Context: an optimization exercise on an open-source flow, tuned for small area. The choices shown serve that exercise and are no tape-out recipe.
The RTL was checked by simulation tests, not by an equivalence proof against the original design.

## v24
Design top, start of the top module:
module top(mode, clk, rst, load, RGB_window, w, Ar_global_prev, Ag_global_prev, Ab_global_prev,
           Ar_global, Ag_global, Ab_global, O_R, O_G, O_B, tx_invxhundred, ed_bit);
input clk, rst, load, mode;
input [215:0] RGB_window;
input [7:0] Ar_global_prev, Ag_global_prev, Ab_global_prev;
input [4:0] w;
output [7:0] Ar_global, Ag_global, Ab_global, O_R, O_G, O_B;
output [11:0] tx_invxhundred;
output ed_bit;
wire [71:0] ch0, ch1, ch2;
genvar n;
generate
	for (n = 0; n < 9; n = n + 1) begin : g_px
		assign ch2[71-8*n -: 8] = RGB_window[215 - 24*n -: 8];
		assign ch1[71-8*n -: 8] = RGB_window[207 - 24*n -: 8];
		assign ch0[71-8*n -: 8] = RGB_window[199 - 24*n -: 8];
	end
endgenerate
wire [7:0] mn0, mn1, mn2;
minN #(9) u_mn0 (ch0, mn0);
minN #(9) u_mn1 (ch1, mn1);
minN #(9) u_mn2 (ch2, mn2);
wire ed0, ed1, ed2;
ed_ch u_ed0 (ch0, ed0);
ed_ch u_ed1 (ch1, ed1);
ed_ch u_ed2 (ch2, ed2);
reg [7:0] m0_1, m1_1, m2_1, m0_2, m1_2, m2_2;
reg [23:0] e_1, e_2, e_3, e_4, e_5, e_6;
reg ed_1, ed_2;
always @(posedge clk) begin
	if (load) begin
		m0_1 <= mn0;
		m1_1 <= mn1;
		m2_1 <= mn2;
		e_1 <= RGB_window[119:96];
		ed_1 <= ed0 | ed1 | ed2;
	end
	m0_2 <= m0_1; m1_2 <= m1_1; m2_2 <= m2_1;
	e_2 <= e_1; ed_2 <= ed_1;
	e_3 <= e_2; e_4 <= e_3; e_5 <= e_4; e_6 <= e_5;
end
assign ed_bit = ~mode & ed_2;
wire [7:0] I_dark_w;
minN #(3) u_idark (ed_bit ? e_2 : {m2_2, m1_2, m0_2}, I_dark_w);
reg [7:0] I_dark, I_dark_tc, Dr, Dg, Db;
always @(posedge clk) begin
	I_dark <= I_dark_w;
	I_dark_tc <= I_dark;
	Dr <= m0_2; Dg <= m1_2; Db <= m2_2;
end
wire [7:0] Dall;
minN #(3) u_dall ({Dr, Dg, Db}, Dall);
reg [7:0] maxt, Ar_g, Ag_h, Ab_h, Ag_g, Ab_g;
wire keep;
ltW #(8) u_keep (Dall, maxt, keep);
wire [7:0] Ar_c = keep ? Ar_g : Dr;
wire [7:0] Ag_c = keep ? Ag_h : Dg;
wire [7:0] Ab_c = keep ? Ab_h : Db;
always @(posedge clk) begin
	if (rst) maxt <= 8'd0;
	else if (!keep) maxt <= Dall;
	Ar_g <= Ar_c;
	Ag_h <= Ag_c;
	Ab_h <= Ab_c;
	if (!mode) begin
		Ag_g <= Ag_c;
		Ab_g <= Ab_c;
	end
end
assign Ar_global = Ar_g;
assign Ag_global = Ag_g;
assign Ab_global = Ab_g;
reg [7:0] Ar_go, Ag_go, Ab_go, Ar_go2, Ag_go2, Ab_go2;
always @(posedge clk)
	if (!mode) begin
		Ar_go <= Ar_global_prev; Ag_go <= Ag_global_prev; Ab_go <= Ab_global_prev;
		Ar_go2 <= Ar_go; Ag_go2 <= Ag_go; Ab_go2 <= Ab_go;
	end
wire [7:0] wmin_n;
  ...
For scale: about 4800 cells after synthesis, ~310 I/O pins, ~39000 um2 of cells after synthesis.
Settings: LEC_CHECK=0, CAP_MARGIN=20, CORE_MARGIN=2, CORE_UTILIZATION=60, SLEW_MARGIN=20; clock period 36.0 ns.
standard.sh (not shown) runs the stock make flow with config.mk's settings and CLKGATE_MAP_FILE= SYNTH_SCRIPT=/design/flow/synth_recipe.tcl, a recipe that flattens the netlist after the stock synthesis.
==> flow/flow/run.sh <==
#!/bin/bash
# Own flow: the standard synthesis, then the combinational logic between
# the registers (and full adders) is re-mapped by ABC with an area script;
# registers keep their cells and names. The rest is the standard layout.
set -euo pipefail
W=$(pwd)
F=$W/flow
R=$W/orfs/results/${FLOW_PLATFORM}/top/base
L=$W/orfs/logs/${FLOW_PLATFORM}/top/base
LIB=$FLOW_HOME/platforms/${FLOW_PLATFORM}/lib/sky130_fd_sc_hd__tt_025C_1v80.lib

bash standard.sh synth > $W/std_synth.log 2>&1

cp $R/1_2_yosys.v $W/std_1_2_yosys.v
python3 $F/mkmap.py $LIB $W/comb_map.v > $W/mkmap.log 2>&1
DU=$(grep -o -- '-dont_use [A-Za-z0-9_]*' $L/1_2_yosys.log | sort -u | tr '\n' ' ')
SCRIPT=$(cat $F/abc.script)
cat > $W/reopt.ys <<EOF
read_liberty -lib $LIB
read_verilog $W/std_1_2_yosys.v
hierarchy -top $FLOW_TOP
techmap -map $W/comb_map.v
techmap
opt -fast
abc -liberty $LIB $DU -script "+$SCRIPT"
opt_clean -purge
hilomap -singleton -hicell sky130_fd_sc_hd__conb_1 HI -locell sky130_fd_sc_hd__conb_1 LO
insbuf -buf sky130_fd_sc_hd__buf_4 A X
stat -liberty $LIB
check -assert
write_verilog -noattr -nohex -nodec $W/reopt_1_2_yosys.v
EOF
yosys -s $W/reopt.ys > $W/reopt.log 2>&1
cp $W/reopt_1_2_yosys.v $R/1_2_yosys.v
rm -f $R/1_synth.odb $R/1_synth.sdc
touch $R/1_2_yosys.v
bash standard.sh > $W/std_layout.log 2>&1
Other scripts of this flow, unchanged in this note and not shown: flow/flow/abc.script, flow/flow/mkmap.py
Relative to v24, the following input files were edited for v31:
# v24
export LEC_CHECK = 0
export CAP_MARGIN = 20
export CORE_MARGIN = 2
export CORE_UTILIZATION = 60
export SLEW_MARGIN = 20
create_clock -name core_clock -period 36.0 [get_ports {clk}]
# v31
export LEC_CHECK = 0
export CAP_MARGIN = 20
export CORE_MARGIN = 2
export CORE_UTILIZATION = 75
export SLEW_MARGIN = 20
create_clock -name core_clock -period 36.0 [get_ports {clk}]
## What came out
v24 → v31: post-layout utilization of the core shows an increase of 16 points, filler-free cell count of the finished design shows a reduction of 167. Between v24 and v31, the flow reports wire length of the first global-routing pass increasing by a little under 10%. On v31: antenna diode count is 4 higher than what v24 gave. v31 vs v24, overall global routing resource usage went up by 14 points. Measured against each other, v24 and v31 differ in worst slack at placement, the higher figure coming from v24. Area of the mapped netlist came out exactly the same in v24 and v31.

what the ideal ports hide:
Ports are ideal in the flow. The routed layouts listed here were re-timed in OpenROAD.
Step 1 assumes that a clkbuf_16 drives the clock port and a buf_2 every other input.
Step 2 times the ports against the registers' clock, not the clock port: input delays grow and output delays shrink by t, the midpoint of the rising clock arrivals with the driver on.
Three values: ideal, step 1, step 2; two values: the first two.
run	t (ns)	setup slack, ns	worst setup path after step 2
v24	0.641	3.386 / 3.428 / 2.787	input to register
v31	0.647	2.351 / 2.386 / 1.739	input to register
After both steps every run listed still meets setup and hold. For v31, which loses most, drivers alone change the setup slack by +0.035 ns; drivers and shift together by -0.612 ns.
